What follows belongs to an exercise in optimizing a design on an open flow for small area; a production flow would make more cautious choices.
Function was checked by simulation only, so behaviour that the tests miss may differ from the original.

## flow/design.v

```verilog
module regfile (
    input wire clk, rst,
    input wire [15:0] d,
    input wire [7:0] we,
    input wire [2:0] l_sel, r_sel,
    output wire [15:0] l_out, r_out,
    output wire [7:0] leds
);
reg [127:0] r;
genvar i;
generate
    for (i = 0; i < 8; i = i + 1) begin : gp
        always @(posedge clk)
            if (rst | we[i])
                r[16*i +: 16] <= d & {16{~rst}};
    end
endgenerate
wire [7:0] ls = (8'b1 << l_sel) & {8{~rst}};
wire [7:0] rs = (8'b1 << r_sel) & {8{~rst}};
reg [15:0] lo, ro;
integer j;
always @(*) begin
    lo = 16'b0; ro = 16'b0;
    for (j = 0; j < 8; j = j + 1) begin
        lo = lo | (r[16*j +: 16] & {16{ls[j]}});
        ro = ro | (r[16*j +: 16] & {16{rs[j]}});
    end
end
assign l_out = lo;
assign r_out = ro;
assign leds = r[7:0] & {8{~rst}};
endmodule
module fadd (
    input wire a, b, c,
    output wire s, co
);
assign s  = a ^ b ^ c;
assign co = (a & b) | (c & (a ^ b));
endmodule
module alu (
    input wire [15:0] a_in,
    input wire [15:0] b_in,
    output wire [15:0] out,
    input wire c_add, c_sub, c_and, c_or, c_xor, c_shl, c_shr, c_mul, c_div, c_pa, c_pb,
    input wire carry_in,
    output wire [4:0] flags
);
wire [16:0] ac;
wire [15:0] as;
assign ac[0] = carry_in ^ c_sub;
genvar k;
generate
    for (k = 0; k < 16; k = k + 1) begin : addc
        fadd f(a_in[k], b_in[k] ^ c_sub, ac[k], as[k], ac[k+1]);
    end
endgenerate
wire carry_out = ac[16] ^ c_sub;
wire dv = c_div | c_shr;
wire sh = c_shl | c_shr;
wire [15:0] oh = 16'b1 << b_in[3:0];
wire big = |b_in[15:4];
wire [15:0] y = sh ? oh : b_in;
wire [16:0] hz;     
wire [3:0] gz;      
wire [16:0] hl;     
generate
    for (k = 0; k < 4; k = k + 1) begin : gzc
        assign gz[k] = ~|y[4*k+3:4*k];
    end
    for (k = 15; k >= 0; k = k - 1) begin : hlc
        if (k % 4 == 3) begin : t
            assign hl[k] = ~y[k];
        end else begin : c
            assign hl[k] = hl[k+1] & ~y[k];
        end
    end
endgenerate
assign hz[16] = 1'b1;
assign hz[15] = hl[15];
assign hz[14] = hl[14];
assign hz[13] = hl[13];
assign hz[12] = hl[12];
assign hz[11] = hl[11] & gz[3];
assign hz[10] = hl[10] & gz[3];
assign hz[9]  = hl[9]  & gz[3];
assign hz[8]  = hl[8]  & gz[3];
assign hz[7]  = hl[7]  & gz[3] & gz[2];
assign hz[6]  = hl[6]  & gz[3] & gz[2];
assign hz[5]  = hl[5]  & gz[3] & gz[2];
assign hz[4]  = hl[4]  & gz[3] & gz[2];
assign hz[3]  = hl[3]  & gz[3] & gz[2] & gz[1];
assign hz[2]  = hl[2]  & gz[3] & gz[2] & gz[1];
assign hz[1]  = hl[1]  & gz[3] & gz[2] & gz[1];
assign hz[0]  = hl[0]  & gz[3] & gz[2] & gz[1];
wire [15:0] q;      
wire [0:0] l0, y0, s0, r0, g0, p0;
wire [1:0] c0;
assign l0 = dv & a_in[15];
assign y0 = dv ? ~y[0:0] : (a_in[0:0] & {1{y[15]}});
assign g0 = l0 & y0;
assign p0 = l0 | y0;
assign c0[0] = dv;
fadd f0_0(l0[0], y0[0], c0[0], s0[0], c0[1]);
assign q[0] = c0[1] & hz[1];
assign r0 = (dv & ~q[0]) ? l0 : s0;
wire [1:0] l1, y1, s1, r1, g1, p1;
wire [2:0] c1;
assign l1 = {r0[0:0], dv & a_in[14]};
assign y1 = dv ? ~y[1:0] : (a_in[1:0] & {2{y[14]}});
assign g1 = l1 & y1;
assign p1 = l1 | y1;
assign c1[0] = dv;
wire m1_1;
fadd f1_0(l1[0], y1[0], c1[0], s1[0], m1_1);
fadd f1_1(l1[1], y1[1], m1_1, s1[1], c1[2]);
assign q[1] = c1[2] & hz[2];
assign r1 = (dv & ~q[1]) ? l1 : s1;
wire [2:0] l2, y2, s2, r2, g2, p2;
wire [3:0] c2;
assign l2 = {r1[1:0], dv & a_in[13]};
assign y2 = dv ? ~y[2:0] : (a_in[2:0] & {3{y[13]}});
assign g2 = l2 & y2;
assign p2 = l2 | y2;
assign c2[0] = dv;
wire m2_1;
fadd f2_0(l2[0], y2[0], c2[0], s2[0], m2_1);
fadd f2_1(l2[1], y2[1], m2_1, s2[1], c2[2]);
fadd f2_2(l2[2], y2[2], c2[2], s2[2], c2[3]);
assign q[2] = c2[3] & hz[3];
assign r2 = (dv & ~q[2]) ? l2 : s2;
wire [3:0] l3, y3, s3, r3, g3, p3;
wire [4:0] c3;
assign l3 = {r2[2:0], dv & a_in[12]};
assign y3 = dv ? ~y[3:0] : (a_in[3:0] & {4{y[12]}});
assign g3 = l3 & y3;
assign p3 = l3 | y3;
assign c3[0] = dv;
wire m3_1;
fadd f3_0(l3[0], y3[0], c3[0], s3[0], m3_1);
wire m3_2;
fadd f3_1(l3[1], y3[1], m3_1, s3[1], m3_2);
assign c3[2] = (g3[0] & p3[1]) | (g3[1]) | (p3[0] & p3[1] & c3[0]);
wire m3_3;
fadd f3_2(l3[2], y3[2], c3[2], s3[2], m3_3);
wire m3_4;
fadd f3_3(l3[3], y3[3], m3_3, s3[3], m3_4);
assign c3[4] = (g3[2] & p3[3]) | (g3[3]) | (p3[2] & p3[3] & c3[2]);
assign q[3] = c3[4] & hz[4];
assign r3 = (dv & ~q[3]) ? l3 : s3;
wire [4:0] l4, y4, s4, r4, g4, p4;
wire [5:0] c4;
assign l4 = {r3[3:0], dv & a_in[11]};
assign y4 = dv ? ~y[4:0] : (a_in[4:0] & {5{y[11]}});
assign g4 = l4 & y4;
assign p4 = l4 | y4;
assign c4[0] = dv;
wire m4_1;
fadd f4_0(l4[0], y4[0], c4[0], s4[0], m4_1);
wire m4_2;
fadd f4_1(l4[1], y4[1], m4_1, s4[1], m4_2);
assign c4[2] = (g4[0] & p4[1]) | (g4[1]) | (p4[0] & p4[1] & c4[0]);
wire m4_3;
fadd f4_2(l4[2], y4[2], c4[2], s4[2], m4_3);
wire m4_4;
fadd f4_3(l4[3], y4[3], m4_3, s4[3], m4_4);
assign c4[4] = (g4[2] & p4[3]) | (g4[3]) | (p4[2] & p4[3] & c4[2]);
fadd f4_4(l4[4], y4[4], c4[4], s4[4], c4[5]);
assign q[4] = c4[5] & hz[5];
assign r4 = (dv & ~q[4]) ? l4 : s4;
wire [5:0] l5, y5, s5, r5, g5, p5;
wire [6:0] c5;
assign l5 = {r4[4:0], dv & a_in[10]};
assign y5 = dv ? ~y[5:0] : (a_in[5:0] & {6{y[10]}});
assign g5 = l5 & y5;
assign p5 = l5 | y5;
assign c5[0] = dv;
wire m5_1;
fadd f5_0(l5[0], y5[0], c5[0], s5[0], m5_1);
wire m5_2;
fadd f5_1(l5[1], y5[1], m5_1, s5[1], m5_2);
assign c5[2] = (g5[0] & p5[1]) | (g5[1]) | (p5[0] & p5[1] & c5[0]);
wire m5_3;
fadd f5_2(l5[2], y5[2], c5[2], s5[2], m5_3);
wire m5_4;
fadd f5_3(l5[3], y5[3], m5_3, s5[3], m5_4);
assign c5[4] = (g5[2] & p5[3]) | (g5[3]) | (p5[2] & p5[3] & c5[2]);
wire m5_5;
fadd f5_4(l5[4], y5[4], c5[4], s5[4], m5_5);
wire m5_6;
fadd f5_5(l5[5], y5[5], m5_5, s5[5], m5_6);
assign c5[6] = (g5[4] & p5[5]) | (g5[5]) | (p5[4] & p5[5] & c5[4]);
assign q[5] = c5[6] & hz[6];
assign r5 = (dv & ~q[5]) ? l5 : s5;
wire [6:0] l6, y6, s6, r6, g6, p6;
wire [7:0] c6;
assign l6 = {r5[5:0], dv & a_in[9]};
assign y6 = dv ? ~y[6:0] : (a_in[6:0] & {7{y[9]}});
assign g6 = l6 & y6;
assign p6 = l6 | y6;
assign c6[0] = dv;
wire m6_1;
fadd f6_0(l6[0], y6[0], c6[0], s6[0], m6_1);
wire m6_2;
fadd f6_1(l6[1], y6[1], m6_1, s6[1], m6_2);
assign c6[2] = (g6[0] & p6[1]) | (g6[1]) | (p6[0] & p6[1] & c6[0]);
wire m6_3;
fadd f6_2(l6[2], y6[2], c6[2], s6[2], m6_3);
wire m6_4;
fadd f6_3(l6[3], y6[3], m6_3, s6[3], m6_4);
assign c6[4] = (g6[2] & p6[3]) | (g6[3]) | (p6[2] & p6[3] & c6[2]);
wire m6_5;
fadd f6_4(l6[4], y6[4], c6[4], s6[4], m6_5);
wire m6_6;
fadd f6_5(l6[5], y6[5], m6_5, s6[5], m6_6);
assign c6[6] = (g6[4] & p6[5]) | (g6[5]) | (p6[4] & p6[5] & c6[4]);
fadd f6_6(l6[6], y6[6], c6[6], s6[6], c6[7]);
assign q[6] = c6[7] & hz[7];
assign r6 = (dv & ~q[6]) ? l6 : s6;
wire [7:0] l7, y7, s7, r7, g7, p7;
wire [8:0] c7;
assign l7 = {r6[6:0], dv & a_in[8]};
assign y7 = dv ? ~y[7:0] : (a_in[7:0] & {8{y[8]}});
assign g7 = l7 & y7;
assign p7 = l7 | y7;
assign c7[0] = dv;
wire m7_1;
fadd f7_0(l7[0], y7[0], c7[0], s7[0], m7_1);
wire m7_2;
fadd f7_1(l7[1], y7[1], m7_1, s7[1], m7_2);
assign c7[2] = (g7[0] & p7[1]) | (g7[1]) | (p7[0] & p7[1] & c7[0]);
wire m7_3;
fadd f7_2(l7[2], y7[2], c7[2], s7[2], m7_3);
wire m7_4;
fadd f7_3(l7[3], y7[3], m7_3, s7[3], m7_4);
assign c7[4] = (g7[2] & p7[3]) | (g7[3]) | (p7[2] & p7[3] & c7[2]);
wire m7_5;
fadd f7_4(l7[4], y7[4], c7[4], s7[4], m7_5);
wire m7_6;
fadd f7_5(l7[5], y7[5], m7_5, s7[5], m7_6);
assign c7[6] = (g7[4] & p7[5]) | (g7[5]) | (p7[4] & p7[5] & c7[4]);
wire m7_7;
fadd f7_6(l7[6], y7[6], c7[6], s7[6], m7_7);
wire m7_8;
fadd f7_7(l7[7], y7[7], m7_7, s7[7], m7_8);
assign c7[8] = (g7[6] & p7[7]) | (g7[7]) | (p7[6] & p7[7] & c7[6]);
assign q[7] = c7[8] & hz[8];
assign r7 = (dv & ~q[7]) ? l7 : s7;
wire [8:0] l8, y8, s8, r8, g8, p8;
wire [9:0] c8;
assign l8 = {r7[7:0], dv & a_in[7]};
assign y8 = dv ? ~y[8:0] : (a_in[8:0] & {9{y[7]}});
assign g8 = l8 & y8;
assign p8 = l8 | y8;
assign c8[0] = dv;
wire m8_1;
fadd f8_0(l8[0], y8[0], c8[0], s8[0], m8_1);
wire m8_2;
fadd f8_1(l8[1], y8[1], m8_1, s8[1], m8_2);
assign c8[2] = (g8[0] & p8[1]) | (g8[1]) | (p8[0] & p8[1] & c8[0]);
wire m8_3;
fadd f8_2(l8[2], y8[2], c8[2], s8[2], m8_3);
wire m8_4;
fadd f8_3(l8[3], y8[3], m8_3, s8[3], m8_4);
assign c8[4] = (g8[2] & p8[3]) | (g8[3]) | (p8[2] & p8[3] & c8[2]);
wire m8_5;
fadd f8_4(l8[4], y8[4], c8[4], s8[4], m8_5);
wire m8_6;
fadd f8_5(l8[5], y8[5], m8_5, s8[5], m8_6);
assign c8[6] = (g8[4] & p8[5]) | (g8[5]) | (p8[4] & p8[5] & c8[4]);
wire m8_7;
fadd f8_6(l8[6], y8[6], c8[6], s8[6], m8_7);
wire m8_8;
fadd f8_7(l8[7], y8[7], m8_7, s8[7], m8_8);
assign c8[8] = (g8[6] & p8[7]) | (g8[7]) | (p8[6] & p8[7] & c8[6]);
fadd f8_8(l8[8], y8[8], c8[8], s8[8], c8[9]);
assign q[8] = c8[9] & hz[9];
assign r8 = (dv & ~q[8]) ? l8 : s8;
wire [9:0] l9, y9, s9, r9, g9, p9;
wire [10:0] c9;
assign l9 = {r8[8:0], dv & a_in[6]};
assign y9 = dv ? ~y[9:0] : (a_in[9:0] & {10{y[6]}});
assign g9 = l9 & y9;
assign p9 = l9 | y9;
assign c9[0] = dv;
wire m9_1;
fadd f9_0(l9[0], y9[0], c9[0], s9[0], m9_1);
wire m9_2;
fadd f9_1(l9[1], y9[1], m9_1, s9[1], m9_2);
assign c9[2] = (g9[0] & p9[1]) | (g9[1]) | (p9[0] & p9[1] & c9[0]);
wire m9_3;
fadd f9_2(l9[2], y9[2], c9[2], s9[2], m9_3);
wire m9_4;
fadd f9_3(l9[3], y9[3], m9_3, s9[3], m9_4);
assign c9[4] = (g9[2] & p9[3]) | (g9[3]) | (p9[2] & p9[3] & c9[2]);
wire m9_5;
fadd f9_4(l9[4], y9[4], c9[4], s9[4], m9_5);
wire m9_6;
fadd f9_5(l9[5], y9[5], m9_5, s9[5], m9_6);
assign c9[6] = (g9[4] & p9[5]) | (g9[5]) | (p9[4] & p9[5] & c9[4]);
wire m9_7;
fadd f9_6(l9[6], y9[6], c9[6], s9[6], m9_7);
wire m9_8;
fadd f9_7(l9[7], y9[7], m9_7, s9[7], m9_8);
assign c9[8] = (g9[6] & p9[7]) | (g9[7]) | (p9[6] & p9[7] & c9[6]);
wire m9_9;
fadd f9_8(l9[8], y9[8], c9[8], s9[8], m9_9);
wire m9_10;
fadd f9_9(l9[9], y9[9], m9_9, s9[9], m9_10);
assign c9[10] = (g9[8] & p9[9]) | (g9[9]) | (p9[8] & p9[9] & c9[8]);
assign q[9] = c9[10] & hz[10];
assign r9 = (dv & ~q[9]) ? l9 : s9;
wire [10:0] l10, y10, s10, r10, g10, p10;
wire [11:0] c10;
assign l10 = {r9[9:0], dv & a_in[5]};
assign y10 = dv ? ~y[10:0] : (a_in[10:0] & {11{y[5]}});
assign g10 = l10 & y10;
assign p10 = l10 | y10;
assign c10[0] = dv;
wire m10_1;
fadd f10_0(l10[0], y10[0], c10[0], s10[0], m10_1);
wire m10_2;
fadd f10_1(l10[1], y10[1], m10_1, s10[1], m10_2);
assign c10[2] = (g10[0] & p10[1]) | (g10[1]) | (p10[0] & p10[1] & c10[0]);
wire m10_3;
fadd f10_2(l10[2], y10[2], c10[2], s10[2], m10_3);
wire m10_4;
fadd f10_3(l10[3], y10[3], m10_3, s10[3], m10_4);
assign c10[4] = (g10[2] & p10[3]) | (g10[3]) | (p10[2] & p10[3] & c10[2]);
wire m10_5;
fadd f10_4(l10[4], y10[4], c10[4], s10[4], m10_5);
wire m10_6;
fadd f10_5(l10[5], y10[5], m10_5, s10[5], m10_6);
assign c10[6] = (g10[4] & p10[5]) | (g10[5]) | (p10[4] & p10[5] & c10[4]);
wire m10_7;
fadd f10_6(l10[6], y10[6], c10[6], s10[6], m10_7);
wire m10_8;
fadd f10_7(l10[7], y10[7], m10_7, s10[7], m10_8);
assign c10[8] = (g10[6] & p10[7]) | (g10[7]) | (p10[6] & p10[7] & c10[6]);
wire m10_9;
fadd f10_8(l10[8], y10[8], c10[8], s10[8], m10_9);
wire m10_10;
fadd f10_9(l10[9], y10[9], m10_9, s10[9], m10_10);
assign c10[10] = (g10[8] & p10[9]) | (g10[9]) | (p10[8] & p10[9] & c10[8]);
fadd f10_10(l10[10], y10[10], c10[10], s10[10], c10[11]);
assign q[10] = c10[11] & hz[11];
assign r10 = (dv & ~q[10]) ? l10 : s10;
wire [11:0] l11, y11, s11, r11, g11, p11;
wire [12:0] c11;
assign l11 = {r10[10:0], dv & a_in[4]};
assign y11 = dv ? ~y[11:0] : (a_in[11:0] & {12{y[4]}});
assign g11 = l11 & y11;
assign p11 = l11 | y11;
assign c11[0] = dv;
wire m11_1;
fadd f11_0(l11[0], y11[0], c11[0], s11[0], m11_1);
wire m11_2;
fadd f11_1(l11[1], y11[1], m11_1, s11[1], m11_2);
assign c11[2] = (g11[0] & p11[1]) | (g11[1]) | (p11[0] & p11[1] & c11[0]);
wire m11_3;
fadd f11_2(l11[2], y11[2], c11[2], s11[2], m11_3);
wire m11_4;
fadd f11_3(l11[3], y11[3], m11_3, s11[3], m11_4);
assign c11[4] = (g11[2] & p11[3]) | (g11[3]) | (p11[2] & p11[3] & c11[2]);
wire m11_5;
fadd f11_4(l11[4], y11[4], c11[4], s11[4], m11_5);
wire m11_6;
fadd f11_5(l11[5], y11[5], m11_5, s11[5], m11_6);
assign c11[6] = (g11[4] & p11[5]) | (g11[5]) | (p11[4] & p11[5] & c11[4]);
wire m11_7;
fadd f11_6(l11[6], y11[6], c11[6], s11[6], m11_7);
wire m11_8;
fadd f11_7(l11[7], y11[7], m11_7, s11[7], m11_8);
assign c11[8] = (g11[6] & p11[7]) | (g11[7]) | (p11[6] & p11[7] & c11[6]);
wire m11_9;
fadd f11_8(l11[8], y11[8], c11[8], s11[8], m11_9);
wire m11_10;
fadd f11_9(l11[9], y11[9], m11_9, s11[9], m11_10);
assign c11[10] = (g11[8] & p11[9]) | (g11[9]) | (p11[8] & p11[9] & c11[8]);
wire m11_11;
fadd f11_10(l11[10], y11[10], c11[10], s11[10], m11_11);
wire m11_12;
fadd f11_11(l11[11], y11[11], m11_11, s11[11], m11_12);
assign c11[12] = (g11[10] & p11[11]) | (g11[11]) | (p11[10] & p11[11] & c11[10]);
assign q[11] = c11[12] & hz[12];
assign r11 = (dv & ~q[11]) ? l11 : s11;
wire [12:0] l12, y12, s12, r12, g12, p12;
wire [13:0] c12;
assign l12 = {r11[11:0], dv & a_in[3]};
assign y12 = dv ? ~y[12:0] : (a_in[12:0] & {13{y[3]}});
assign g12 = l12 & y12;
assign p12 = l12 | y12;
assign c12[0] = dv;
wire m12_1;
fadd f12_0(l12[0], y12[0], c12[0], s12[0], m12_1);
wire m12_2;
fadd f12_1(l12[1], y12[1], m12_1, s12[1], m12_2);
assign c12[2] = (g12[0] & p12[1]) | (g12[1]) | (p12[0] & p12[1] & c12[0]);
wire m12_3;
fadd f12_2(l12[2], y12[2], c12[2], s12[2], m12_3);
wire m12_4;
fadd f12_3(l12[3], y12[3], m12_3, s12[3], m12_4);
assign c12[4] = (g12[2] & p12[3]) | (g12[3]) | (p12[2] & p12[3] & c12[2]);
wire m12_5;
fadd f12_4(l12[4], y12[4], c12[4], s12[4], m12_5);
wire m12_6;
fadd f12_5(l12[5], y12[5], m12_5, s12[5], m12_6);
assign c12[6] = (g12[4] & p12[5]) | (g12[5]) | (p12[4] & p12[5] & c12[4]);
wire m12_7;
fadd f12_6(l12[6], y12[6], c12[6], s12[6], m12_7);
wire m12_8;
fadd f12_7(l12[7], y12[7], m12_7, s12[7], m12_8);
assign c12[8] = (g12[6] & p12[7]) | (g12[7]) | (p12[6] & p12[7] & c12[6]);
wire m12_9;
fadd f12_8(l12[8], y12[8], c12[8], s12[8], m12_9);
wire m12_10;
fadd f12_9(l12[9], y12[9], m12_9, s12[9], m12_10);
assign c12[10] = (g12[8] & p12[9]) | (g12[9]) | (p12[8] & p12[9] & c12[8]);
wire m12_11;
fadd f12_10(l12[10], y12[10], c12[10], s12[10], m12_11);
wire m12_12;
fadd f12_11(l12[11], y12[11], m12_11, s12[11], m12_12);
assign c12[12] = (g12[10] & p12[11]) | (g12[11]) | (p12[10] & p12[11] & c12[10]);
fadd f12_12(l12[12], y12[12], c12[12], s12[12], c12[13]);
assign q[12] = c12[13] & hz[13];
assign r12 = (dv & ~q[12]) ? l12 : s12;
wire [13:0] l13, y13, s13, r13, g13, p13;
wire [14:0] c13;
assign l13 = {r12[12:0], dv & a_in[2]};
assign y13 = dv ? ~y[13:0] : (a_in[13:0] & {14{y[2]}});
assign g13 = l13 & y13;
assign p13 = l13 | y13;
assign c13[0] = dv;
wire m13_1;
fadd f13_0(l13[0], y13[0], c13[0], s13[0], m13_1);
wire m13_2;
fadd f13_1(l13[1], y13[1], m13_1, s13[1], m13_2);
assign c13[2] = (g13[0] & p13[1]) | (g13[1]) | (p13[0] & p13[1] & c13[0]);
wire m13_3;
fadd f13_2(l13[2], y13[2], c13[2], s13[2], m13_3);
wire m13_4;
fadd f13_3(l13[3], y13[3], m13_3, s13[3], m13_4);
assign c13[4] = (g13[2] & p13[3]) | (g13[3]) | (p13[2] & p13[3] & c13[2]);
wire m13_5;
fadd f13_4(l13[4], y13[4], c13[4], s13[4], m13_5);
wire m13_6;
fadd f13_5(l13[5], y13[5], m13_5, s13[5], m13_6);
assign c13[6] = (g13[4] & p13[5]) | (g13[5]) | (p13[4] & p13[5] & c13[4]);
wire m13_7;
fadd f13_6(l13[6], y13[6], c13[6], s13[6], m13_7);
wire m13_8;
fadd f13_7(l13[7], y13[7], m13_7, s13[7], m13_8);
assign c13[8] = (g13[6] & p13[7]) | (g13[7]) | (p13[6] & p13[7] & c13[6]);
wire m13_9;
fadd f13_8(l13[8], y13[8], c13[8], s13[8], m13_9);
wire m13_10;
fadd f13_9(l13[9], y13[9], m13_9, s13[9], m13_10);
assign c13[10] = (g13[8] & p13[9]) | (g13[9]) | (p13[8] & p13[9] & c13[8]);
wire m13_11;
fadd f13_10(l13[10], y13[10], c13[10], s13[10], m13_11);
wire m13_12;
fadd f13_11(l13[11], y13[11], m13_11, s13[11], m13_12);
assign c13[12] = (g13[10] & p13[11]) | (g13[11]) | (p13[10] & p13[11] & c13[10]);
wire m13_13;
fadd f13_12(l13[12], y13[12], c13[12], s13[12], m13_13);
wire m13_14;
fadd f13_13(l13[13], y13[13], m13_13, s13[13], m13_14);
assign c13[14] = (g13[12] & p13[13]) | (g13[13]) | (p13[12] & p13[13] & c13[12]);
assign q[13] = c13[14] & hz[14];
assign r13 = (dv & ~q[13]) ? l13 : s13;
wire [14:0] l14, y14, s14, r14, g14, p14;
wire [15:0] c14;
assign l14 = {r13[13:0], dv & a_in[1]};
assign y14 = dv ? ~y[14:0] : (a_in[14:0] & {15{y[1]}});
assign g14 = l14 & y14;
assign p14 = l14 | y14;
assign c14[0] = dv;
wire m14_1;
fadd f14_0(l14[0], y14[0], c14[0], s14[0], m14_1);
wire m14_2;
fadd f14_1(l14[1], y14[1], m14_1, s14[1], m14_2);
assign c14[2] = (g14[0] & p14[1]) | (g14[1]) | (p14[0] & p14[1] & c14[0]);
wire m14_3;
fadd f14_2(l14[2], y14[2], c14[2], s14[2], m14_3);
wire m14_4;
fadd f14_3(l14[3], y14[3], m14_3, s14[3], m14_4);
assign c14[4] = (g14[2] & p14[3]) | (g14[3]) | (p14[2] & p14[3] & c14[2]);
wire m14_5;
fadd f14_4(l14[4], y14[4], c14[4], s14[4], m14_5);
wire m14_6;
fadd f14_5(l14[5], y14[5], m14_5, s14[5], m14_6);
assign c14[6] = (g14[4] & p14[5]) | (g14[5]) | (p14[4] & p14[5] & c14[4]);
wire m14_7;
fadd f14_6(l14[6], y14[6], c14[6], s14[6], m14_7);
wire m14_8;
fadd f14_7(l14[7], y14[7], m14_7, s14[7], m14_8);
assign c14[8] = (g14[6] & p14[7]) | (g14[7]) | (p14[6] & p14[7] & c14[6]);
wire m14_9;
fadd f14_8(l14[8], y14[8], c14[8], s14[8], m14_9);
wire m14_10;
fadd f14_9(l14[9], y14[9], m14_9, s14[9], m14_10);
assign c14[10] = (g14[8] & p14[9]) | (g14[9]) | (p14[8] & p14[9] & c14[8]);
wire m14_11;
fadd f14_10(l14[10], y14[10], c14[10], s14[10], m14_11);
wire m14_12;
fadd f14_11(l14[11], y14[11], m14_11, s14[11], m14_12);
assign c14[12] = (g14[10] & p14[11]) | (g14[11]) | (p14[10] & p14[11] & c14[10]);
wire m14_13;
fadd f14_12(l14[12], y14[12], c14[12], s14[12], m14_13);
wire m14_14;
fadd f14_13(l14[13], y14[13], m14_13, s14[13], m14_14);
assign c14[14] = (g14[12] & p14[13]) | (g14[13]) | (p14[12] & p14[13] & c14[12]);
fadd f14_14(l14[14], y14[14], c14[14], s14[14], c14[15]);
assign q[14] = c14[15] & hz[15];
assign r14 = (dv & ~q[14]) ? l14 : s14;
wire [15:0] l15, y15, s15, r15, g15, p15;
wire [16:0] c15;
assign l15 = {r14[14:0], dv & a_in[0]};
assign y15 = dv ? ~y[15:0] : (a_in[15:0] & {16{y[0]}});
assign g15 = l15 & y15;
assign p15 = l15 | y15;
assign c15[0] = dv;
wire m15_1;
fadd f15_0(l15[0], y15[0], c15[0], s15[0], m15_1);
wire m15_2;
fadd f15_1(l15[1], y15[1], m15_1, s15[1], m15_2);
assign c15[2] = (g15[0] & p15[1]) | (g15[1]) | (p15[0] & p15[1] & c15[0]);
wire m15_3;
fadd f15_2(l15[2], y15[2], c15[2], s15[2], m15_3);
wire m15_4;
fadd f15_3(l15[3], y15[3], m15_3, s15[3], m15_4);
assign c15[4] = (g15[2] & p15[3]) | (g15[3]) | (p15[2] & p15[3] & c15[2]);
wire m15_5;
fadd f15_4(l15[4], y15[4], c15[4], s15[4], m15_5);
wire m15_6;
fadd f15_5(l15[5], y15[5], m15_5, s15[5], m15_6);
assign c15[6] = (g15[4] & p15[5]) | (g15[5]) | (p15[4] & p15[5] & c15[4]);
wire m15_7;
fadd f15_6(l15[6], y15[6], c15[6], s15[6], m15_7);
wire m15_8;
fadd f15_7(l15[7], y15[7], m15_7, s15[7], m15_8);
assign c15[8] = (g15[6] & p15[7]) | (g15[7]) | (p15[6] & p15[7] & c15[6]);
wire m15_9;
fadd f15_8(l15[8], y15[8], c15[8], s15[8], m15_9);
wire m15_10;
fadd f15_9(l15[9], y15[9], m15_9, s15[9], m15_10);
assign c15[10] = (g15[8] & p15[9]) | (g15[9]) | (p15[8] & p15[9] & c15[8]);
wire m15_11;
fadd f15_10(l15[10], y15[10], c15[10], s15[10], m15_11);
wire m15_12;
fadd f15_11(l15[11], y15[11], m15_11, s15[11], m15_12);
assign c15[12] = (g15[10] & p15[11]) | (g15[11]) | (p15[10] & p15[11] & c15[10]);
wire m15_13;
fadd f15_12(l15[12], y15[12], c15[12], s15[12], m15_13);
wire m15_14;
fadd f15_13(l15[13], y15[13], m15_13, s15[13], m15_14);
assign c15[14] = (g15[12] & p15[13]) | (g15[13]) | (p15[12] & p15[13] & c15[12]);
wire m15_15;
fadd f15_14(l15[14], y15[14], c15[14], s15[14], m15_15);
wire m15_16;
fadd f15_15(l15[15], y15[15], m15_15, s15[15], m15_16);
assign c15[16] = (g15[14] & p15[15]) | (g15[15]) | (p15[14] & p15[15] & c15[14]);
assign q[15] = c15[16];
assign r15 = s15;
wire [15:0] prod = r15;
wire [15:0] quot;
generate
    for (k = 0; k < 16; k = k + 1) begin : qr
        assign quot[15-k] = q[k];
    end
endgenerate
wire lg3 = c_and | c_or | c_pa | c_pb;
wire lg2 = c_or | c_xor | c_pa;
wire lg1 = c_or | c_xor | c_pb;
wire [15:0] lu = (a_in & b_in & {16{lg3}}) | (a_in & ~b_in & {16{lg2}}) | (~a_in & b_in & {16{lg1}});
wire sel_p = c_mul | (c_shl & ~big);
wire sel_q = c_div | (c_shr & ~big);
wire sel_a = c_add | c_sub;
assign out = lu | (as & {16{sel_a}}) | (prod & {16{sel_p}}) | (quot & {16{sel_q}});
wire m0 = c_sub | c_or | c_shl | c_mul | c_pa;
assign flags[0] = ~(|out);
assign flags[1] = sel_a & carry_out;
assign flags[2] = out[15];
assign flags[3] = ((a_in[15] ^ b_in[15]) ^ ~m0) & ((b_in[15] ^ out[15]) ^ m0);
assign flags[4] = ^out;
endmodule
module pc (
    input wire [15:0] in,
    output reg [15:0] out,
    input wire clk, inc, ie, irq, rst,
    output reg [15:0] saved_pc,
    output reg chg           
);
wire [15:0] t1 = ie ? in : out;
wire [15:0] t2 = inc ? t1 + 16'b1 : t1;
wire take = irq & (ie | inc);
wire [15:0] nx = take ? 16'b1 : t2;
always @(posedge clk, posedge rst) begin
    if (rst) begin
        out <= 16'b0;
        chg <= 1'b1;
    end else begin
        out <= nx;
        chg <= nx != out;
    end
end
always @(posedge clk) begin
    if (rst)
        saved_pc <= 16'b0;
    else if (take)
        saved_pc <= t2;
end
endmodule
module decoder (
    input wire [15:0] instr,
    output wire pc_inc, pc_ie, reg_in_mux_ctl, alu_r_mux_ctl, alu_cin, ram_write, ram_read,
    output wire alu_flags_ie, reg_sr_in, sr_ie, sr_pc_over, ram_read_done, pc_sr_ie, irq_instr, jtr_op,
    output wire c_add, c_sub, c_and, c_or, c_xor, c_shl, c_shr, c_mul, c_div, c_pa, c_pb,
    output wire [2:0] reg_l_ctl, reg_r_ctl,
    output wire [7:0] gp_reg_ie,
    input wire mem_busy, mem_ready,
    input wire [4:0] flags
);
wire [6:0] op = instr[6:0];
wire [2:0] tg = instr[9:7];
wire [2:0] fo = instr[12:10];
wire [2:0] so = instr[15:13];
wire o_mov = op == 7'h01, o_ldd = op == 7'h02, o_ldo = op == 7'h03, o_ldi = op == 7'h04;
wire o_std = op == 7'h05, o_sto = op == 7'h06, o_add = op == 7'h07, o_adi = op == 7'h08;
wire o_adc = op == 7'h09, o_sub = op == 7'h0A, o_suc = op == 7'h0B, o_cmp = op == 7'h0C;
wire o_cmi = op == 7'h0D, o_jmp = op == 7'h0E, o_jal = op == 7'h0F, o_srl = op == 7'h10;
wire o_srs = op == 7'h11, o_sys = op == 7'h12, o_and = op == 7'h13, o_orr = op == 7'h14;
wire o_xor = op == 7'h15, o_ani = op == 7'h16, o_ori = op == 7'h17, o_xoi = op == 7'h18;
wire o_shl = op == 7'h19, o_shr = op == 7'h1A, o_cai = op == 7'h1B, o_mul = op == 7'h1C;
wire o_div = op == 7'h1D, o_irt = op == 7'h1E;
reg jmp_en;
always @(*) begin
    case (instr[10:7])
        4'b0001: jmp_en = flags[1];
        4'b0010: jmp_en = flags[0];
        4'b0011: jmp_en = flags[2];
        4'b0100: jmp_en = ~(flags[2] | flags[0]);
        4'b0101: jmp_en = flags[0] | flags[2];
        4'b0110: jmp_en = ~flags[2];
        4'b0111: jmp_en = ~flags[0];
        4'b1000: jmp_en = flags[3];
        4'b1001: jmp_en = flags[3];
        default: jmp_en = 1'b1;
    endcase
end
wire ld = o_ldd | o_ldo;
wire st = o_std | o_sto;
wire ld_wait = ld & ~mem_busy & ~mem_ready;
assign pc_inc = ~((ld & (mem_busy | ~mem_ready)) | (st & mem_busy) | (o_jmp & jmp_en) | o_jal | o_irt);
assign pc_ie = (o_jmp & jmp_en) | o_jal | o_irt;
assign reg_in_mux_ctl = ld & ~mem_busy;
assign ram_read_done = ld & ~mem_busy & mem_ready;
assign ram_read = ld_wait;
assign ram_write = st & ~mem_busy;
assign alu_r_mux_ctl = ld | o_ldi | st | o_adi | o_cmi | o_jmp | o_jal | o_ani | o_ori | o_xoi | o_cai;
assign alu_cin = (o_adc | o_suc) & flags[1];
assign alu_flags_ie = o_add | o_adi | o_adc | o_sub | o_suc | o_cmp | o_cmi | o_and | o_orr | o_xor
                    | o_ani | o_ori | o_xoi | o_shl | o_shr | o_cai | o_mul | o_div;
assign reg_sr_in = o_jal | o_srl;
assign sr_ie = o_srs;
assign sr_pc_over = o_jal;
assign pc_sr_ie = o_irt;
assign irq_instr = o_sys;
assign jtr_op = o_jmp | o_jal | o_irt;
assign c_sub = o_sub | o_suc | o_cmp | o_cmi;
assign c_and = o_and | o_ani | o_cai;
assign c_or  = o_orr | o_ori;
assign c_xor = o_xor | o_xoi;
assign c_shl = o_shl;
assign c_shr = o_shr;
assign c_mul = o_mul;
assign c_div = o_div;
assign c_pa  = o_mov;
assign c_pb  = o_ldd | o_ldi | o_std | o_jmp | o_jal | o_srs;
assign c_add = ~(c_sub | c_and | c_or | c_xor | c_shl | c_shr | c_mul | c_div | c_pa | c_pb);
wire l_fo = o_mov | o_ldo | o_add | o_adi | o_adc | o_sub | o_suc | o_cmp | o_cmi | o_and | o_orr | o_xor
          | o_ani | o_ori | o_xoi | o_shl | o_shr | o_cai | o_mul | o_div;
assign reg_l_ctl = l_fo ? fo : o_sto ? so : 3'b0;
wire r_so = o_add | o_adc | o_sub | o_suc | o_cmp | o_and | o_orr | o_xor | o_shl | o_shr | o_mul | o_div;
assign reg_r_ctl = r_so ? so : (o_std | o_sto | o_srs) ? fo : 3'b0;
wire we = o_mov | (ld & ~mem_busy & mem_ready) | o_ldi | o_add | o_adi | o_adc | o_sub | o_suc
        | o_jal | o_srl | o_and | o_orr | o_xor | o_ani | o_ori | o_xoi | o_shl | o_shr | o_mul | o_div;
assign gp_reg_ie = {8{we}} & (8'b1 << tg);
endmodule
module fetch (
    input wire clk,
    input wire [15:0] pc_in,
    input wire pc_chg,               
    input wire [31:0] ram_data,
    input wire ram_busy, ram_cack, ram_data_ready,
    output reg ram_read,
    output reg [31:0] instr_out,
    output wire [15:0] ram_addr,
    output reg ram_addr_ovr,
    output reg pc_hold,
    input wire flag_boot_mode,
    input wire rst,
    input wire irq_in, irq_en,
    output reg irq_p,
    input wire [7:0] pc_page_in
);
reg [1:0] state;
reg c_acked;
reg [31:0] pref_instr;
reg [7:0] prev_pc_page, saved_pc_page;
reg prev_irq;
reg [3:0] ra_hi;
reg [11:0] ra_lo;
assign ram_addr = {ra_hi, ra_lo};
function pok(input [6:0] o);
    pok = o != 7'h02 && o != 7'h03 && o != 7'h05 && o != 7'h06;
endfunction
wire chg = pc_chg | (pc_page_in != prev_pc_page);
wire hit = pc_in == ram_addr && pc_page_in == saved_pc_page;
wire [15:0] pc_nx = pc_in + 16'b1;
reg n_rd, n_ovr, n_hold, n_ack, ld_addr, ld_pref;
reg [1:0] n_state;
reg [15:0] n_addr;
reg [1:0] isel;   
always @(*) begin
    n_rd = ram_read; n_ovr = ram_addr_ovr; n_hold = pc_hold; n_ack = c_acked;
    n_state = state; ld_addr = 1'b0; n_addr = pc_in; ld_pref = 1'b0;
    isel = 2'd0;
    if (chg) begin
        n_hold = 1'b1;
        isel = 2'd1;
    end
    case (state)
        2'd0: begin
            if ((chg | pc_hold) & ~ram_busy) begin
                n_rd = 1'b1; n_ovr = 1'b1; ld_addr = 1'b1; n_addr = pc_in; n_state = 2'd1;
            end else if (pok(instr_out[6:0])) begin
                n_rd = 1'b1; n_ovr = 1'b1; ld_addr = 1'b1; n_addr = pc_nx; n_state = 2'd2;
            end
        end
        2'd1: begin
            if (~ram_cack & ~c_acked) begin
                n_rd = 1'b1; n_ovr = 1'b1;
            end else begin
                n_rd = 1'b0; n_ack = 1'b1;
                if (ram_data_ready) begin
                    n_ack = 1'b0; n_hold = 1'b0; isel = 2'd2;
                    if (pok(ram_data[6:0])) begin
                        n_rd = 1'b1; n_ovr = 1'b1; ld_addr = 1'b1; n_addr = pc_nx; n_state = 2'd2;
                    end else begin
                        n_ovr = 1'b0; n_state = 2'd0;
                    end
                end else
                    n_ovr = 1'b1;
            end
        end
        2'd2: begin
            if (~ram_cack & ~c_acked) begin
                n_rd = 1'b1; n_ovr = 1'b1;
            end else begin
                n_rd = 1'b0; n_ack = 1'b1;
                if (ram_data_ready & (chg | pc_hold)) begin
                    n_ack = 1'b0;
                    if (hit) begin
                        n_ovr = 1'b0; n_hold = 1'b0; isel = 2'd2;
                        if (pok(ram_data[6:0])) begin
                            n_rd = 1'b1; n_ovr = 1'b1; ld_addr = 1'b1; n_addr = pc_nx; n_state = 2'd2;
                        end else begin
                            n_ovr = 1'b0; n_state = 2'd0;
                        end
                    end else begin
                        n_rd = 1'b1; n_ovr = 1'b1; ld_addr = 1'b1; n_addr = pc_in; n_state = 2'd1;
                    end
                end else if (ram_data_ready) begin
                    n_ack = 1'b0; ld_pref = 1'b1; n_state = 2'd3;
                end else
                    n_ovr = 1'b1;
            end
        end
        2'd3: begin
            if (chg | pc_hold) begin
                if (hit) begin
                    n_ack = 1'b0; n_hold = 1'b0; isel = 2'd3;
                    if (pok(pref_instr[6:0])) begin
                        n_rd = 1'b1; n_ovr = 1'b1; ld_addr = 1'b1; n_addr = pc_nx; n_state = 2'd2;
                    end else begin
                        n_ovr = 1'b0; n_state = 2'd0;
                    end
                end else begin
                    n_rd = 1'b1; n_ovr = 1'b1; ld_addr = 1'b1; n_addr = pc_in; n_state = 2'd1;
                end
            end
        end
    endcase
end
wire run = ~flag_boot_mode;
always @(negedge clk, posedge rst) begin
    if (rst) begin
        ram_read <= 1'b0;
        instr_out <= 32'b0;
        ra_hi <= 4'b0;
        ram_addr_ovr <= 1'b0;
        pc_hold <= 1'b0;
        state <= 2'b0;
        c_acked <= 1'b0;
        irq_p <= 1'b0;
        prev_irq <= 1'b0;
        ra_lo <= 12'b0;
        saved_pc_page <= 8'b0;
        pref_instr <= 32'b0;
        prev_pc_page <= 8'b0;
    end else begin
        if (run) begin
            ram_read <= n_rd;
            ram_addr_ovr <= n_ovr;
            pc_hold <= n_hold;
            c_acked <= n_ack;
            state <= n_state;
            if (ld_addr) begin
                ra_hi <= n_addr[15:12];
                ra_lo <= n_addr[11:0];
                saved_pc_page <= pc_page_in;
            end
            if (ld_pref)
                pref_instr <= ram_data;
            case (isel)
                2'd1: instr_out <= 32'b0;
                2'd2: instr_out <= ram_data;
                2'd3: instr_out <= pref_instr;
                default: ;
            endcase
        end
        if (pc_in == 16'b1 && pc_page_in == 8'b0 && irq_p)
            irq_p <= 1'b0;
        else if (irq_in & ~prev_irq & irq_en)
            irq_p <= 1'b1;
        prev_irq <= irq_in;
        prev_pc_page <= pc_page_in;
    end
end
endmodule
module sregs (
    input wire clk,
    input wire rst,
    input wire sr_ie,
    input wire [15:0] sr_sel, sr_in,
    input wire jtr_op,
    output wire [15:0] sr_out,       
    output wire boot_mode, instr_mem_over,
    input wire irq_in, irq_instr,
    output wire irq_en,
    input wire out_addr_ovr, pc_move,
    input wire [4:0] alu_flags_in,
    output reg [4:0] alu_flags,
    input wire alu_flags_ie,
    input wire [15:0] saved_pc,
    output reg [15:0] irq_pc,
    input wire [15:0] addr_in,
    output wire [19:0] addr_out,
    input wire [15:0] prog_in,
    output wire [19:0] prog_out,
    output wire [7:0] prog_page_out
);
reg [3:0] rt_mode;
reg [1:0] jtr_mode, jtr_mode_buff;
reg [3:0] irq_flags;
reg [15:0] virt_scratch_reg;
reg [127:0] mem_page, prog_page;
wire hi0 = sr_sel[15:3] == 13'b0;
wire s1 = hi0 & sr_sel[2:0] == 3'd1;
wire s2 = hi0 & sr_sel[2:0] == 3'd2;
wire s3 = hi0 & sr_sel[2:0] == 3'd3;
wire s4 = hi0 & sr_sel[2:0] == 3'd4;
wire s5 = hi0 & sr_sel[2:0] == 3'd5;
wire s6 = hi0 & sr_sel[2:0] == 3'd6;
wire sel0 = hi0 & sr_sel[2:0] == 3'd0;
wire irq_take = irq_in & rt_mode[2] & pc_move;
always @(posedge clk, posedge rst) begin
    if (rst) begin
        rt_mode <= 4'b0001;
        jtr_mode <= 2'b01;
        jtr_mode_buff <= 2'b01;
        alu_flags <= 5'b0;
    end else begin
        if (sr_ie & s1 & rt_mode[0])
            rt_mode <= sr_in[3:0];
        if (sr_ie & s2)
            jtr_mode_buff <= sr_in[1:0];
        if ((jtr_op | (sr_ie & sel0)) & pc_move)
            jtr_mode <= jtr_mode_buff;
        if (out_addr_ovr)
            rt_mode[2] <= 1'b1;
        if (irq_take) begin
            rt_mode[0] <= 1'b1;
            rt_mode[3] <= 1'b0;
            jtr_mode[1] <= 1'b0;
            jtr_mode_buff[1] <= 1'b0;
            rt_mode[2] <= 1'b0;
        end
        if (alu_flags_ie)
            alu_flags <= alu_flags_in;
        else if (sr_ie & s4)
            alu_flags <= sr_in[4:0];
    end
end
always @(posedge clk) begin
    if (rst) begin
        irq_pc <= 16'b0;
        virt_scratch_reg <= 16'b0;
        irq_flags <= 4'b0;
    end else begin
        if (sr_ie & s3)
            irq_pc <= sr_in;
        if (sr_ie & s6)
            virt_scratch_reg <= sr_in;
        if (irq_take)
            irq_flags <= {irq_instr, rt_mode[0], jtr_mode[1], rt_mode[3]};
    end
end
wire mp_wr = sr_ie & rt_mode[0] & (sr_sel[15:4] == 12'd1);
wire pp_wr = sr_ie & rt_mode[0] & (sr_sel[15:4] == 12'd2);
wire [7:0] pdin = sr_in[7:0] & {8{~rst}};
genvar i;
generate
    for (i = 0; i < 16; i = i + 1) begin : pt
        always @(posedge clk)
            if (rst | (mp_wr & sr_sel[3:0] == i))
                mem_page[8*i +: 8] <= pdin;
        always @(posedge clk)
            if (rst | (pp_wr & sr_sel[3:0] == i))
                prog_page[8*i +: 8] <= pdin;
    end
endgenerate
assign boot_mode = jtr_mode[0];
assign instr_mem_over = rt_mode[1];
assign irq_en = rt_mode[2];
assign sr_out = ({16{s1}} & {12'b0, rt_mode})
              | ({16{s2}} & {14'b0, jtr_mode})
              | ({16{s3}} & saved_pc)
              | ({16{s4}} & {11'b0, alu_flags})
              | ({16{s5}} & {12'b0, irq_flags})
              | ({16{s6}} & virt_scratch_reg);
wire [7:0] mp = mem_page[8*addr_in[15:12] +: 8];
wire [7:0] pp = prog_page[8*prog_in[15:12] +: 8];
assign addr_out = rt_mode[3] ? {mp, addr_in[11:0]} : {4'b0, addr_in};
assign prog_page_out = jtr_mode[1] ? pp : {4'b0, prog_in[15:12]};
assign prog_out = {prog_page_out, prog_in[11:0]};
endmodule
module cpu (
    input wire clk, rst,
    output wire [19:0] e_addr_bus,
    output wire [15:0] e_prog_addr, e_data,
    input wire [15:0] e_mem_bus,
    input wire [31:0] e_instr,
    input wire [31:0] e_sdram_instr,
    input wire e_mem_busy, e_mem_ready, e_mem_cack,
    input wire irq_in,
    output wire ram_read_out, ram_write, ram_instr_access, ram_read_done,
    output wire [7:0] e_reg_leds,
    output wire [3:0] e_pc_leds
);
wire [15:0] reg_l_bus, reg_r_bus, alu_bus, alu_r_mux, reg_in_mux, spec_reg_out, sr_out;
wire [15:0] prog_addr, saved_pc, irq_pc, fetch_addr;
wire [31:0] instr_bus, fetch_instr_bus;
wire [19:0] alu_bus_paged, fetch_addr_paged;
wire [7:0] prog_page;
wire [4:0] alu_flags_f, alu_flags_out;
wire [2:0] reg_l_ctl, reg_r_ctl;
wire [7:0] gp_reg_ie;
wire pc_inc, pc_ie, reg_in_mux_ctl, alu_r_mux_ctl, alu_cin, alu_flags_ie, reg_sr_in, sr_ie, sr_pc_over, ram_read, irq_instr, pc_sr_ie, jtr_op;
wire c_add, c_sub, c_and, c_or, c_xor, c_shl, c_shr, c_mul, c_div, c_pa, c_pb;
wire fetch_ram_read, fetch_wait, fetch_addr_mux, irq_p, irq_en, pc_chg;
wire flag_boot_mode, flag_instr_mem_over;
wire sel0 = instr_bus[31:16] == 16'b0;
wire adv = ~fetch_wait | flag_boot_mode;
wire pc_ie_g = (pc_ie | (sr_ie & sel0)) & adv;
wire pc_inc_g = pc_inc & adv;
regfile gp(clk, rst, reg_in_mux, gp_reg_ie, reg_l_ctl, reg_r_ctl, reg_l_bus, reg_r_bus, e_reg_leds);
alu alu(reg_l_bus, alu_r_mux, alu_bus, c_add, c_sub, c_and, c_or, c_xor, c_shl, c_shr, c_mul, c_div, c_pa, c_pb,
    alu_cin, alu_flags_f);
pc pc(pc_sr_ie ? irq_pc : alu_r_mux, prog_addr, clk, pc_inc_g, pc_ie_g, irq_p | irq_instr, rst, saved_pc, pc_chg);
decoder decoder(instr_bus[15:0], pc_inc, pc_ie, reg_in_mux_ctl, alu_r_mux_ctl, alu_cin, ram_write, ram_read,
    alu_flags_ie, reg_sr_in, sr_ie, sr_pc_over, ram_read_done, pc_sr_ie, irq_instr, jtr_op,
    c_add, c_sub, c_and, c_or, c_xor, c_shl, c_shr, c_mul, c_div, c_pa, c_pb,
    reg_l_ctl, reg_r_ctl, gp_reg_ie, e_mem_busy, e_mem_ready, alu_flags_out);
fetch fetch(clk, prog_addr, pc_chg, e_sdram_instr, e_mem_busy, e_mem_cack, e_mem_ready, fetch_ram_read, fetch_instr_bus,
    fetch_addr, fetch_addr_mux, fetch_wait, flag_boot_mode, rst, irq_in, irq_en, irq_p, prog_page);
sregs sregs(clk, rst, sr_ie, instr_bus[31:16], reg_r_bus, jtr_op, sr_out, flag_boot_mode, flag_instr_mem_over,
    irq_p | irq_instr, irq_instr, irq_en, pc_sr_ie, pc_ie_g | pc_inc_g,
    alu_flags_f, alu_flags_out, alu_flags_ie, saved_pc, irq_pc,
    alu_bus, alu_bus_paged, fetch_addr, fetch_addr_paged, prog_page);
assign spec_reg_out = (sel0 | sr_pc_over) ? prog_addr : sr_out;
assign reg_in_mux = reg_sr_in ? spec_reg_out : reg_in_mux_ctl ? e_mem_bus : alu_bus;
assign alu_r_mux = alu_r_mux_ctl ? instr_bus[31:16] : reg_r_bus;
assign e_addr_bus = fetch_addr_mux ? fetch_addr_paged : alu_bus_paged;
assign instr_bus = flag_boot_mode ? e_instr : fetch_instr_bus;
assign e_prog_addr = prog_addr;
assign e_data = reg_r_bus;
assign e_pc_leds = prog_addr[3:0];
assign ram_read_out = ram_read | fetch_ram_read;
assign ram_instr_access = fetch_addr_mux | flag_instr_mem_over;
endmodule
```

## flow/flow/run.sh

```bash
#!/bin/bash
# Own layout flow: the standard ORFS flow, except that
#  - ABC maps the logic with an area-oriented script, then resizes for delay (flow/amap.abc),
#  - ports are buffered with the smallest buffer,
#  - CTS inserts no dummy loads and uses the smaller clock buffers,
#  - half-adder cells are not used (synthesis keeps full adders only).
# Every tool's output goes to a log in this folder (make_*.log) and under orfs/logs.
set -euo pipefail
W=$(pwd)
# synthesis script: the standard flow's, with the ABC mapping script replaced
{
  head -n 1 synth_recipe.tcl
  cat <<'T'
proc abc {args} {
  set i [lsearch -exact $args -script]
  if { $i >= 0 } { set args [lreplace $args [expr {$i+1}] [expr {$i+1}] $::env(MY_ABC_SCRIPT)] }
  yosys abc {*}$args
}
T
  tail -n +2 synth_recipe.tcl
} > my_synth.tcl
sed -e "s#SYNTH_SCRIPT=[^ ]*#SYNTH_SCRIPT=$W/my_synth.tcl#" \
    -e 's#CLKGATE_MAP_FILE= #CLKGATE_MAP_FILE= "DONT_USE_CELLS=${DU_LIST}" #' standard.sh > my_standard.sh
export MY_ABC_SCRIPT=$W/flow/amap.abc
export BUFFER_PORTS_ARGS="-buffer_cell sky130_fd_sc_hd__buf_1"
export CTS_ARGS="-sink_clustering_enable -repair_clock_nets -dont_use_dummy_load -buf_list {sky130_fd_sc_hd__clkbuf_4 sky130_fd_sc_hd__clkbuf_8}"
# the platform's don't-use cells, and the half adders
DU_LIST=$(sed -n '/^export DONT_USE_CELLS/,/^$/p' "$FLOW_HOME/platforms/$FLOW_PLATFORM/config.mk" \
  | sed -e 's/export DONT_USE_CELLS += //' -e 's/\\//' | tr -s ' \n' '  ')
export DU_LIST="$DU_LIST sky130_fd_sc_hd__ha_1 sky130_fd_sc_hd__ha_2 sky130_fd_sc_hd__ha_4"
bash my_standard.sh "${1:-finish}" > make_${1:-finish}.log 2>&1
[ -n "${1:-}" ] || test -f out/final.def
```

## flow/flow/amap.abc

```
strash
dch -f
amap
topo
stime -c
buffer -c
upsize -c
dnsize -c
```

## flow/standard.sh

```bash
#!/bin/bash
# synth_recipe.tcl (not shown) runs the flow's synth.tcl, then flattens the netlist and writes it again
# the make line also repeats each setting of config.mk as NAME=value (left out here)
make -C /OpenROAD-flow-scripts/flow DESIGN_CONFIG=/design/flow/config.mk WORK_HOME=/design/flow/orfs CLKGATE_MAP_FILE= SYNTH_SCRIPT=/design/flow/synth_recipe.tcl "${@:-finish}"
```

## flow/config.mk

```make
export PLATFORM = sky130hd
export DESIGN_NAME = cpu
export DESIGN_NICKNAME = cpu
export VERILOG_FILES = /design/flow/design.v
export SDC_FILE = /design/flow/constraint.sdc
export NUM_CORES = 4
export LEC_CHECK = 0
export ABC_AREA = 1
export ABC_CLOCK_PERIOD_IN_PS = 36000
export CAP_MARGIN = 0
export CORE_MARGIN = 2
export CORE_UTILIZATION = 55
export GPL_TIMING_DRIVEN = 0
export SLEW_MARGIN = 0
```

## flow/constraint.sdc

```tcl
create_clock -name core_clock -period 140.0 [get_ports {clk}]
set_input_delay 28.0000 -clock core_clock [delete_from_list [all_inputs] [get_ports {clk}]]
set_output_delay 28.0000 -clock core_clock [all_outputs]
set_load 0.01 [all_outputs]
```

==> results of run 1 <==
## how the worst min path moves through the flow
stage                                 endpoint  depth (start not counted)  slack, ps
2_1_floorplan  fetch.instr_out[10]$_DFFE_NP0P_                          2        410
4_1_cts        fetch.instr_out[16]$_DFFE_NP0P_                          2        430
3_5_place_dp   fetch.instr_out[16]$_DFFE_NP0P_                          2        430
3_3_place_gp   fetch.instr_out[15]$_DFFE_NP0P_                          2        420
5_1_grt        fetch.instr_out[15]$_DFFE_NP0P_                          2        440
6_report       fetch.instr_out[15]$_DFFE_NP0P_                          2        430
## per-layer routing
| metal | part of all wire | wire, um |
|---|---|---|
| met4 | 0.044 | 5960 |
| met5 | 0 | 0 |
| met2 | 0.42 | 57200 |
| met3 | 0.14 | 19600 |
| met1 | 0.39 | 53900 |
## what timing repair did
item	CTS	global route
gates cloned	0	0
gates resized for setup	78	144
buffers inserted	9	36
setup endpoints to repair	20	20
hold endpoints to repair	0	0
pin swaps	6	27
## worst max-delay path, delay by kind of cell (launching register included)
family          cells  cell delay [ps]
simple gates       67            10740
fa+ha+maj           8             2810
buf+inv            29             4600
flops               1              410
compound gates    119            20610
## layout make-up
class / instances / share of cell area
buffer: 244 / 0.0265
clock buffer: 95 / 0.0328
inverter: 419 / 0.0397
antenna: 5 / 0.000314
tap: 846 / 0.0266
sequential: 570 / 0.400
multi-input combinational: 2615 / 0.442
timing repair buffer: 233 / 0.0324
## kinds of logic (layout without fill, tap and decap cells)
group | Yosys count | in the layout | synth area share
buf+inv | 664 | 991 | 0.0731
simple gates | 976 | 976 | 0.128
xor+xnor | 3 | 3 | 0.000748
flops | 570 | 570 | 0.453
other cells | 0 | 5 | 0
fa+ha+maj | 88 | 88 | 0.0501
compound gates | 1548 | 1548 | 0.295
## placed cells by master, fill, tap and decap left out, types with 24 or more instances in the layout
cell / count
nor2b_1: 40
a221oi_1: 86
a31oi_1: 25
dfrtn_1: 104
o21ai_1: 53
o221ai_1: 41
o22a_1: 60
buf_4: 73
nand2_1: 213
o221a_2: 40
nor4_1: 24
o22ai_1: 372
dfrtp_1: 26
dfxtp_1: 52
inv_1: 371
o21ai_0: 305
fa_1: 86
nor2_1: 411
buf_2: 28
a211oi_1: 31
clkbuf_2: 24
clkbuf_1: 164
a22oi_1: 92
buf_1: 165
inv_2: 28
a21oi_1: 220
clkbuf_8: 95
nor3_1: 88
o21a_1: 25
or3_1: 51
edfxtp_1: 384
o22ai_2: 38
==> impl_metrics.py, run 1 <==
metrics = {
    "placement": {
        "placedInstanceArea_um2": 37200,
        "place_inst": 4881,
        "place.gp.congestion": 1.03,
        "io_buffers": 153,
        "pre_cts_slack_ps": -3580,
        "place_hpwl_mm": 101,
    },
    "sta": {
        "hold_violations": 0,
        "slew_headroom": -0.0598,
        "worst_slew_pin_slew_ps": 1580,
        "drv_slew": 5,
        "setup_viol_count_final": 0,
        "setup_slack_ps": 2020,
        "tns_ps": 0,
        "timing.hold.ws_ps": 429,
        "fin_skew_ps": 123,
    },
    "die": {
        "ios": 154,
        "die_h_um": 257,
        "design.core.area_um2": 63100,
        "start_util": 0.557,
        "die_w_um": 257,
        "dieArea_um2": 65900,
        "rows": 92,
    },
    "clock_network": {
        "cts_root_buffer": "clkbuf_8",
        "cts_buffers": 95,
        "htree_levels": 3,
        "hold_buffers": 0,
        "clock_latency_ps": 700,
        "clock_sink_count": 570,
        "cts.reportedPaths.clkPinSlew_ps": 40,
        "cts_tree": "yes",
        "clock_path_buffers": 3,
    },
    "drt": {
        "antenna_left": 0,
        "via_per_inst": 6.88,
        "drt_iter0_drc": 5291,
        "drc": 0,
        "vias": 34600,
        "drtPass1Iterations": 9,
        "routed_wl_mm": 137,
        "avgRoutedWirePerCell_um": 27.2,
    },
    "job": {
        "cap_violations": 1,
    },
    "critical_path": {
        "startpoint": "fetch.instr_out[0]$_DFFE_NP0P_",
        "reg2reg_depth": 226,
        "critPathMaxFanout": 10,
        "worstPathArrival_ps": 109980,
        "r2r_setup_slack_ps": 30210,
        "critPathCapture": "e_addr_bus[14]",
        "critPathMaxStageDelay_ps": 460,
        "cp-end-kind": "primary output",
        "worstReg2RegEnd": "sregs.alu_flags[4]$_DFFE_PP0P_",
        "required_ps": 112000,
        "critical_path_class": "reg2out",
        "crit_top_cell": "o22ai_2",
        "slowest_stage": "nor4_4",
        "r2r_start": "fetch.instr_out[0]$_DFFE_NP0P_",
        "crit_path_start_kind": "register",
    },
    "cells_and_area": {
        "area_growth_pct": 13.3,
        "top_regs": "gp.r x128, sregs.mem_page x128, sregs.prog_page x128",
        "fin_area_um2": 39800,
        "nNetsFinal": 4352,
        "multi_input_area_um2": 17600,
        "ff_latch_area_um2": 15900,
        "fill_cells": 5628,
        "fin_cells": 5027,
        "layout-drive-gt1-share": 0.125,
        "final_util": 0.631,
    },
    "global_route": {
        "use_met3": 0.108,
        "grt_pass1_wl_mm": 200,
        "grt_overflow_total": 0,
        "gr-usage-met1": 0.586,
        "antenna_found_initial": 6,
        "grtUsageTotal": 0.402,
        "grt_busiest_layer": "met1",
        "gr-usage-met2": 0.570,
        "grt_max_degree": 60,
        "grt_pass1_vias": 31200,
    },
    "synthesis": {
        "synth_edf_count": 384,
        "yosys.area.top_type": "edfxtp_1",
        "synth_warnings": 5,
        "syn_area_per_cell_um2": 9.13,
        "synth_common_cells": "nor2_1 (422), o22ai_1 (404), edfxtp_1 (384)",
        "synthDistinctLibCells": 90,
        "yosysMostFrequentCell": "nor2_1",
        "synth-seq-cells": 570,
        "synth_area_leaders": "edfxtp_1 (33%), dfrtn_1 (7.4%), o22ai_1 (7.2%), fa_1 (5.0%), o21ai_0 (4.8%)",
        "synth_nets": 4023,
        "ys.flop_type": "edfxtp_1",
        "ys_seq_area_frac": 0.453,
        "async_flop_share": 0.235,
        "synth_top_area_share": 0.328,
        "syn_inst": 3849,
        "synth_area_um2": 35200,
    },
    "run_status": {
        "outcome": "finished with violations",
        "so_faults": "capacitance limit, slew limit",
    },
    "hold_path": {
        "hold_class": "reg2reg",
        "min-delay-start": "fetch.instr_out[15]$_DFFE_NP0P_",
    },
}
==> run 2, diff against run 1 <==
--- a/flow/design.v
+++ b/flow/design.v
@@ -15,19 +15,8 @@
                 r[16*i +: 16] <= d & {16{~rst}};
     end
 endgenerate
-wire [7:0] ls = (8'b1 << l_sel) & {8{~rst}};
-wire [7:0] rs = (8'b1 << r_sel) & {8{~rst}};
-reg [15:0] lo, ro;
-integer j;
-always @(*) begin
-    lo = 16'b0; ro = 16'b0;
-    for (j = 0; j < 8; j = j + 1) begin
-        lo = lo | (r[16*j +: 16] & {16{ls[j]}});
-        ro = ro | (r[16*j +: 16] & {16{rs[j]}});
-    end
-end
-assign l_out = lo;
-assign r_out = ro;
+assign l_out = r[16*l_sel +: 16] & {16{~rst}};
+assign r_out = r[16*r_sel +: 16] & {16{~rst}};
 assign leds = r[7:0] & {8{~rst}};
 endmodule
 module fadd (
@@ -804,10 +793,6 @@
         c_acked <= 1'b0;
         irq_p <= 1'b0;
         prev_irq <= 1'b0;
-        ra_lo <= 12'b0;
-        saved_pc_page <= 8'b0;
-        pref_instr <= 32'b0;
-        prev_pc_page <= 8'b0;
     end else begin
         if (run) begin
             ram_read <= n_rd;
@@ -815,13 +800,8 @@
             pc_hold <= n_hold;
             c_acked <= n_ack;
             state <= n_state;
-            if (ld_addr) begin
+            if (ld_addr)
                 ra_hi <= n_addr[15:12];
-                ra_lo <= n_addr[11:0];
-                saved_pc_page <= pc_page_in;
-            end
-            if (ld_pref)
-                pref_instr <= ram_data;
             case (isel)
                 2'd1: instr_out <= 32'b0;
                 2'd2: instr_out <= ram_data;
@@ -834,9 +814,17 @@
         else if (irq_in & ~prev_irq & irq_en)
             irq_p <= 1'b1;
         prev_irq <= irq_in;
-        prev_pc_page <= pc_page_in;
     end
 end
+always @(negedge clk) begin
+    if (run & ld_addr) begin
+        ra_lo <= n_addr[11:0];
+        saved_pc_page <= pc_page_in;
+    end
+    if (run & ld_pref)
+        pref_instr <= ram_data;
+    prev_pc_page <= pc_page_in;
+end
 endmodule
 module sregs (
     input wire clk,
--- a/flow/config.mk
+++ b/flow/config.mk
@@ -7,8 +7,7 @@
 export LEC_CHECK = 0
 export ABC_AREA = 1
 export ABC_CLOCK_PERIOD_IN_PS = 36000
-export CAP_MARGIN = 0
+export CAP_MARGIN = 20
 export CORE_MARGIN = 2
 export CORE_UTILIZATION = 55
-export GPL_TIMING_DRIVEN = 0
-export SLEW_MARGIN = 0
+export SLEW_MARGIN = 20
==> impl_metrics.py, run 2 <==
metrics = {
    "sta": {
        "slew_headroom": 0.248,
        "fin_skew_ps": 138,
        "worst_slew_pin_slew_ps": 1120,
        "setup_viol_count_final": 0,
    },
    "run_status": {
        "outcome": "complete, no violations",
    },
    "die": {
        "rows": 91,
        "die_h_um": 255,
        "ios": 154,
        "die_w_um": 255,
        "design.core.area_um2": 61900,
        "dieArea_um2": 64900,
        "start_util": 0.559,
    },
    "drt": {
        "drtPass1Iterations": 7,
        "via_per_inst": 7.10,
        "avgRoutedWirePerCell_um": 27.6,
        "antenna_left": 0,
        "drc": 0,
        "drt_iter0_drc": 4713,
        "vias": 33600,
    },
    "critical_path": {
        "critPathMaxFanout": 64,
        "critical_path_class": "reg2out",
        "slowest_stage": "dfrtn_1",
        "worstPathArrival_ps": 109630,
        "crit_top_cell": "o22ai_2",
        "crit_path_start_kind": "register",
        "critPathMaxStageDelay_ps": 520,
        "required_ps": 112000,
        "cp-end-kind": "primary output",
    },
    "cells_and_area": {
        "final_util": 0.625,
        "fin_cells": 4737,
        "layout-drive-gt1-share": 0.128,
        "top_regs": "gp.r x128, sregs.mem_page x128, sregs.prog_page x128",
        "fin_area_um2": 38700,
        "nNetsFinal": 4073,
        "area_growth_pct": 11.8,
    },
    "placement": {
        "placedInstanceArea_um2": 36300,
        "io_buffers": 153,
        "place_inst": 4541,
        "place.gp.congestion": 1.01,
        "place_hpwl_mm": 91.3,
    },
    "synthesis": {
        "synth_area_leaders": "edfxtp_1 (38%), o22ai_1 (9.1%), fa_1 (5.1%), o21ai_0 (4.5%), nor2_1 (4.5%)",
        "async_flop_share": 0.130,
        "ys_seq_area_frac": 0.467,
        "synth_common_cells": "o22ai_1 (503), edfxtp_1 (436), nor2_1 (413)",
        "synth_top_area_share": 0.378,
        "synth_warnings": 5,
        "synth_edf_count": 436,
        "synthDistinctLibCells": 93,
        "syn_area_per_cell_um2": 9.46,
        "syn_inst": 3657,
        "synth_area_um2": 34600,
        "yosys.area.top_type": "edfxtp_1",
        "synth-seq-cells": 570,
    },
    "clock_network": {
        "cts_tree": "yes",
        "cts_buffers": 94,
        "clock_sink_count": 570,
        "clock_path_buffers": 3,
        "htree_levels": 3,
        "cts.reportedPaths.clkPinSlew_ps": 40,
        "cts_root_buffer": "clkbuf_8",
    },
    "global_route": {
        "grt_pass1_vias": 31600,
        "grt_pass1_wl_mm": 192,
        "grtUsageTotal": 0.393,
        "grt_overflow_total": 0,
    },
    "hold_path": {
        "hold_class": "reg2reg",
    },
    "job": {
        "cap_violations": 0,
    },
}
-- run 2: changes by cell type after synthesis, moves of 24 or more --
cell,delta
edfxtp_1,+52
o21ai_0,-24
o22a_1,-43
clkbuf_1,-26
dfrtn_1,-60
inv_1,-147
a21oi_1,-29
o22ai_1,+99
-- run 2: timing repair --
action,CTS,global route
hold buffers,0,0
resized for setup,5,101
endpoints found under the setup margin,8,20
hold endpoints to repair,0,0
setup buffers,0,37
gates cloned,0,2
pin swaps,0,21
-- run 2: logic make-up (layout without fill, tap and decap cells) --
family          count (synthesis)  in the layout  share of synthesized area
flops                         570            570                      0.467
simple gates                  922            923                      0.121
buf+inv                       509            748                     0.0589
fa+ha+maj                      88             88                     0.0509
xor+xnor                        2              2                   0.000506
compound gates               1566           1566                      0.302
other cells                     0              3                          0
-- run 2: path summary, 6_finish.rpt --
| kind | from | end | slack (ps) | cells past startpoint |
|---|---|---|---|---|
| worst min-delay path | fetch.instr_out[15]$_DFFE_NP0P_ | fetch.instr_out[15]$_DFFE_NP0P_ | 430 | 2 |
| min in group asynchronous | rst | pc.out[3]$_DFF_PP0_ | 27950 | 3 |
| worst min register to register | fetch.instr_out[15]$_DFFE_NP0P_ | fetch.instr_out[15]$_DFFE_NP0P_ | 430 | 2 |
| worst max register to register | fetch.instr_out[2]$_DFFE_NP0P_ | sregs.alu_flags[4]$_DFFE_PP0P_ | 30700 | 229 |
| max in group asynchronous | rst | fetch.instr_out[12]$_DFFE_NP0P_ | 41450 | 3 |
| worst max-delay path | fetch.instr_out[2]$_DFFE_NP0P_ | e_addr_bus[16] | 2370 | 226 |
-- run 2: area by class of cell --
class | instances | area (um2)
fillers | 5258 | 23300
inverters | 276 | 1090
repair buffers | 318 | 1930
clock buffers | 94 | 1290
clock inverters | 60 | 225
well taps | 837 | 1050
multi-input cells | 2579 | 16900
flip-flops and latches | 570 | 16200
diodes | 3 | 7.51
-- run 2: worst max-delay path, delay by kind of cell, from the launching register on --
| family | cells | cell delay [ps] |
|---|---|---|
| and+or+nand+nor | 62 | 9950 |
| AOI/OAI and AO/OA | 126 | 21220 |
| buffers and inverters | 30 | 4630 |
| DFF | 1 | 520 |
| adders and majority gates | 8 | 2600 |
-- run 2: stage by stage --
stage | worst slack (ps) | TNS, ps | hold slack (ps)
after global routing | -358 | -2400 | 451
after CTS | 66.0 | 0 | 432
final | 2370 | 0 | 430
after floorplan | 7810 | 0 | 401
after global placement | 1620 | 0 | 413
after detailed placement | -266 | -665 | 430
-- run 2: per-layer routing --
layer	track usage	vias to the layer above	routed length (um)
li1	-	14600	-
met1	0.540	16200	50700
met2	0.585	2400	56800
met3	0.101	473	16400
met4	0.184	0	6870
met5	0	-	0
